Background: an optimization exercise with open tools, aiming at small area. Do not read the settings as production practice. In this exercise RTL edits were held to simulation tests only and were not proved equivalent to the original. Power figures rest on the tool's default switching activity, not on a simulated workload. The flow treats the clock pin as an ideal source, which a real chip does not have.

== run 1 ==
// top
module top(clk_24, rst_n, led, audio_out, uart_rx, uart_tx, write_index);
Size in the first run: about 960 cells after synthesis, roughly 19 I/O pins, roughly 13,000 um2 of cells after synthesis.
export LEC_CHECK = 0
export ABC_AREA = 1
export CAP_MARGIN = 20
export CORE_MARGIN = 2
export CORE_UTILIZATION = 60
export PLACE_DENSITY = 0.75
export SLEW_MARGIN = 20
create_clock -name core_clock -period 8.0 [get_ports {clk_24}]
standard.sh (not shown) runs the stock make flow with config.mk's settings and CLKGATE_MAP_FILE= SYNTH_SCRIPT=/design/flow/synth_recipe.tcl, a recipe that flattens the netlist after the stock synthesis.
==> flow/flow/run.sh <==
#!/bin/bash
# Own layout flow: the standard synthesis, then the combinational logic
# of its netlist mapped again for area (the registers stay as they are,
# same names and cells), then the standard ORFS flow with a clock tree of
# fewer, larger buffers and no dummy loads.
# Each tool's output goes to a log file in the work folder.
set -euo pipefail
W=$PWD
R=$W/orfs/results/${FLOW_PLATFORM}/top/base

# Clock tree: leaf clusters of up to 30 sinks driven by clkbuf_16, no
# dummy loads. Port buffers: the smallest buffer.
export CTS_ARGS="-sink_clustering_enable -repair_clock_nets -buf_list sky130_fd_sc_hd__clkbuf_16 -sink_clustering_size 33 -sink_clustering_max_diameter 100 -dont_use_dummy_load"
export BUFFER_PORTS_ARGS="-buffer_cell sky130_fd_sc_hd__buf_1"

# 1. standard synthesis
bash standard.sh synth > $W/log_1_synth.txt 2>&1

# 2. map the logic again; the registers are black boxes and keep their names
cp $R/1_2_yosys.v $W/std_1_2_yosys.v
yosys -c $W/flow/resyn.tcl > $W/log_2_resyn.txt 2>&1
cp $W/resyn_1_2_yosys.v $R/1_2_yosys.v
rm -f $R/1_synth.odb $R/1_synth.sdc

# 3. the rest of the standard flow
bash standard.sh > $W/log_3_layout.txt 2>&1
Other scripts of this flow, unchanged in this note and not shown: flow/flow/resyn.abc, flow/flow/resyn.tcl
Every stage of the flow completed for run 1, and the final layout passed the timing, DRC and antenna checks.
Modified inputs, run 2 compared to run 1
--- a/flow/flow/run.sh
+++ b/flow/flow/run.sh
@@ -11,5 +11,5 @@
 # Clock tree: leaf clusters of up to 30 sinks driven by clkbuf_16, no
 # dummy loads. Port buffers: the smallest buffer.
-export CTS_ARGS="-sink_clustering_enable -repair_clock_nets -buf_list sky130_fd_sc_hd__clkbuf_16 -sink_clustering_size 33 -sink_clustering_max_diameter 100 -dont_use_dummy_load"
+export CTS_ARGS="-sink_clustering_enable -repair_clock_nets -buf_list {sky130_fd_sc_hd__clkbuf_8 sky130_fd_sc_hd__clkbuf_16} -root_buf sky130_fd_sc_hd__clkbuf_8 -tree_buf sky130_fd_sc_hd__clkbuf_8 -sink_clustering_buffer sky130_fd_sc_hd__clkbuf_16 -sink_clustering_size 35 -sink_clustering_max_diameter 100 -dont_use_dummy_load"
 export BUFFER_PORTS_ARGS="-buffer_cell sky130_fd_sc_hd__buf_1"
 
## What came out
- Clock network power share, run 2 and run 1: higher on run 1
- Run 2 against run 1: total track usage level, share of final layout cell area taken by non-clock buffers neither gained nor lost much, largest incremental delay on the critical path about even, final area lost 0.41%.
- Taking run 1 as the reference, in run 2 number of gates resized after cts about even, synthesis-to-layout area growth shows a reduction of 0.44 points.
- Reported for run 2 and run 1, final hold violation count turned out identical to the last digit.
- Biggest fanout along the worst timing path came out exactly the same in run 2 and run 1.
- Changes observed in run 2 relative to run 1: overall power of the completed layout now sits lower; sequential share of layout area went up.
Inputs modified between run 2 and run 3:
--- a/flow/flow/run.sh
+++ b/flow/flow/run.sh
@@ -11,5 +11,5 @@
 # Clock tree: leaf clusters of up to 30 sinks driven by clkbuf_16, no
 # dummy loads. Port buffers: the smallest buffer.
-export CTS_ARGS="-sink_clustering_enable -repair_clock_nets -buf_list {sky130_fd_sc_hd__clkbuf_8 sky130_fd_sc_hd__clkbuf_16} -root_buf sky130_fd_sc_hd__clkbuf_8 -tree_buf sky130_fd_sc_hd__clkbuf_8 -sink_clustering_buffer sky130_fd_sc_hd__clkbuf_16 -sink_clustering_size 35 -sink_clustering_max_diameter 100 -dont_use_dummy_load"
+export CTS_ARGS="-sink_clustering_enable -repair_clock_nets -buf_list sky130_fd_sc_hd__clkbuf_16 -sink_clustering_size 30 -sink_clustering_max_diameter 100 -dont_use_dummy_load"
 export BUFFER_PORTS_ARGS="-buffer_cell sky130_fd_sc_hd__buf_1"
 
Findings:
Run 3 completed; timing, DRC and antenna clean. Diff run 2..run 3 | post-detailed-placement cell area | unchanged. Wire length on met2, run 3 and run 2: smaller value in run 2. Core utilization: run 3 higher than run 2. Run 3 — portion of the layout cell area used by clock cells 0.57 points higher, run 2 as reference. [compare] base=run 2 new=run 3: power now larger; final routed wirelength across all metal layers now larger; global-route usage now larger.
Modified inputs, run 4 compared to run 3
--- a/flow/flow/run.sh
+++ b/flow/flow/run.sh
@@ -11,5 +11,5 @@
 # Clock tree: leaf clusters of up to 30 sinks driven by clkbuf_16, no
 # dummy loads. Port buffers: the smallest buffer.
-export CTS_ARGS="-sink_clustering_enable -repair_clock_nets -buf_list sky130_fd_sc_hd__clkbuf_16 -sink_clustering_size 30 -sink_clustering_max_diameter 100 -dont_use_dummy_load"
+export CTS_ARGS="-sink_clustering_enable -repair_clock_nets -buf_list {sky130_fd_sc_hd__clkbuf_8 sky130_fd_sc_hd__clkbuf_16} -root_buf sky130_fd_sc_hd__clkbuf_8 -tree_buf sky130_fd_sc_hd__clkbuf_8 -sink_clustering_buffer sky130_fd_sc_hd__clkbuf_16 -sink_clustering_size 30 -sink_clustering_max_diameter 100 -dont_use_dummy_load"
 export BUFFER_PORTS_ARGS="-buffer_cell sky130_fd_sc_hd__buf_1"
 
==> summary.txt <==
Run 4 ends up with lower share of final layout cell area taken by clock buffers and inverters than run 3 does. The lower met3 layer usage reported by global route of run 4 and run 3 is in run 4. Summary of run 4 over run 3: final-layout clock buffer total flat, via count down 22, final total power down 0.042 mW.

-- separate check: timing with driven ports --
How much do the figures lean on ideal ports? The routed layouts below were timed once more, with nothing changed but the port constraints. Step 1, drivers: a clkbuf_16 drives clk_24 and a buf_2 each remaining input, both assumed. Step 2 also shifts input and output timing later by t, the mid clock arrival at the registers, as if the neighbouring blocks saw the same clock. a / b / c = no drivers / after step 1 / after step 2; a / b = the first two.
run | t (ns) | slack for setup (ns) | worst register clock-pin slew, ns
run 1 | 0.559 | 3.588 / 3.588 / 3.588 | 0.12 / 0.12
run 2 | 0.626 | 3.619 / 3.619 / 3.619 | 0.12 / 0.12
run 3 | 0.572 | 3.570 / 3.570 / 3.570 | 0.11 / 0.11
run 4 | 0.634 | 3.617 / 3.617 / 3.617 | 0.11 / 0.11
After both steps setup and hold are still met in every run listed.
